Context: an optimization exercise on an open-source flow, tuned for small area, a short achievable clock period and few clock cycles per item. The choices shown serve that exercise and are no tape-out recipe.
Function was checked by simulation only, so behaviour that the tests miss may differ from the original.

==> trial 92: inputs <==
// mult
module mult (
    input clock, reset, start,
    input DATA rs1, rs2,
    input MULT_FUNC func,
    output DATA result,
    output done
);
    wire a_sign = rs1[31] & (func[1:0] != 2'd3);
    wire b_sign = rs2[31] & ~func[1];
    wire [33:0] aa = {a_sign, a_sign, rs1};
    wire s1;
    wire c2;
    wire s3;
    wire c4;
    wire s5;
    wire c6;
    wire s7;
    wire c8;
    wire s9;
    wire c10;
    wire s11;
    wire c12;
    wire s13;
    wire c14;
    wire s15;
    wire c16;
    wire s17;
    wire c18;
    wire s19;
    wire c20;
    wire s21;
    wire c22;
    wire s23;
    wire c24;
    wire s25;
    wire c26;
    wire s27;
    wire c28;
    wire s29;
    wire c30;
    wire s31;
    wire c32;
    wire s33;
    wire c34;
    wire s35;
    wire c36;
    wire s37;
    wire c38;
    wire s39;
    wire c40;
    wire s41;
    wire c42;
    wire s43;
    wire c44;
    wire s45;
    wire c46;
    wire s47;
    wire c48;
    wire s49;
    wire c50;
    wire s51;
    wire c52;
    wire s53;
    wire c54;
    wire s55;
    wire c56;
    wire s57;
    wire c58;
    wire s59;
    wire c60;
    wire s61;
    wire c62;
    wire s63;
    wire c64;
    wire s65;
    wire c66;
    wire s67;
    wire c68;
    wire s69;
    wire c70;
    wire s71;
    wire c72;
    wire s73;
    wire c74;
    wire s75;
    wire c76;
    wire s77;
    wire c78;
    wire s79;
    wire c80;
    wire s81;
    wire c82;
    wire s83;
    wire c84;
    wire s85;
    wire c86;
    wire s87;
    wire c88;
    wire s89;
    wire c90;
    wire s91;
    wire c92;
    wire s93;
    wire c94;
    wire s95;
    wire c96;
    wire s97;
    wire c98;
    wire s99;
    wire c100;
    wire s101;
    wire c102;
    wire s103;
    wire c104;
    wire s105;
    wire c106;
    wire s107;
    wire c108;
    wire s109;
    wire c110;
    wire s111;
  ...
==> flow/config.mk <==
export PLATFORM = sky130hd
export DESIGN_NAME = mult
export DESIGN_NICKNAME = mult
export VERILOG_FILES = /design/flow/design.v
export SDC_FILE = /design/flow/constraint.sdc
export NUM_CORES = 4
export LEC_CHECK = 0
export ABC_AREA = 1
export CAP_MARGIN = 20
export CORE_MARGIN = 2
export CORE_UTILIZATION = 60
export PLACE_DENSITY = 0.7
export SETUP_SLACK_MARGIN = 4.0
export SLEW_MARGIN = 20
export SYNTH_HIERARCHICAL = 1
export TNS_END_PERCENT = 0
==> flow/constraint.sdc <==
create_clock -name core_clock -period 9.0 [get_ports {clock}]
set_input_delay 1.8000 -clock core_clock [delete_from_list [all_inputs] [get_ports {clock}]]
set_output_delay 1.8000 -clock core_clock [all_outputs]
set_load 0.01 [all_outputs]
standard.sh (not shown) runs the stock make flow with config.mk's settings and CLKGATE_MAP_FILE= SYNTH_SCRIPT=/design/flow/synth_recipe.tcl, a recipe that flattens the netlist after the stock synthesis.
==> flow/flow/run.sh <==
#!/bin/bash
# The standard layout (the standard.sh: ORFS synthesis through finish), except
# that the port buffers buffer_ports inserts are plain buf_2 cells rather than the
# delay cells it picks by default. Make's full output goes to flow_make.log.
set -euo pipefail
bash standard.sh BUFFER_PORTS_ARGS="-buffer_cell sky130_fd_sc_hd__buf_2" finish > flow_make.log 2>&1
==> build 60: changes against trial 92 <==
==> flow/run.sh (new file) <==
#!/bin/bash
# synth_recipe.tcl (not shown) runs the flow's synth.tcl, then flattens the netlist and writes it again
# the make line also repeats each setting of config.mk as NAME=value (left out here)
make -C /OpenROAD-flow-scripts/flow DESIGN_CONFIG=/design/flow/config.mk WORK_HOME=/design/flow/orfs CLKGATE_MAP_FILE= SYNTH_SCRIPT=/design/flow/synth_recipe.tcl finish
removed: flow/flow/run.sh
removed: flow/standard.sh
==> key figures <==
Layout
  – Non-CTS buffers: 234
  – Signal inverters: 213

Run status
  – Status: no timing/DRC/antenna violations

Critical path
  – Cell Chain, Critical Path: clkdlybuf4s50_1 -> ha_1 -> inv_8 -> o21ai_0 -> fa_1 -> fa_1 -> fa_1 -> fa_1 -> fa_1 -> ha_1

Routing
  – Top Metal Used: met5

Placement
  – Worst Setup Slack post-DPL: ~2100 ps
(the above is from build 60)
==> key figures <==
Run status
  – Status: no timing/DRC/antenna violations

Layout
  – Non-CTS buffers: 219
  – Signal inverters: 216

Critical path
  – Crit path max-delay family: adder cells
  – Cell Chain, Critical Path: buf_2 -> xnor2_1 -> o22ai_1 -> fa_2 -> fa_1 -> fa_1 -> fa_1 -> fa_1

Routing
  – Top Metal Used: met4
(the above is from trial 92)
Testbench counts of trial 92, summed over its fixed seeds: cycles 24,000, ops 24,000.
Testbench counts of build 60, summed over its fixed seeds: cycles 24,000, ops 24,000.

re-timing with driven ports:
How much do the figures lean on ideal ports? The routed layouts below were timed once more, with nothing changed but the port constraints. Step 1: set_driving_cell puts a clkbuf_16 on clock and a buf_2 on each other input, an assumption about the parent block. Step 2 times the ports against the registers' clock, not the clock port: input delays grow and output delays shrink by t, the midpoint of the rising clock arrivals with the driver on. Three values: ideal ports, drivers, drivers and shift; two values: the first two.
| run | t, ns | setup slack, ns | worst hold slack (ns) | worst setup path at the end | worst register clock-pin slew, ns |
|---|---|---|---|---|---|
| trial 92 | 0.533 | 3.797 / 3.803 / 3.293 | 1.472 / 1.430 / 1.963 | input to register | 0.07 / 0.07 |
| build 60 | 0.540 | 3.627 / 3.570 / 3.126 | 1.838 / 1.796 / 2.336 | input to register | 0.07 / 0.07 |
After both steps every run listed still meets setup and hold. For trial 92, which loses most, drivers alone change the setup slack by +0.006 ns; drivers and shift together by -0.504 ns.
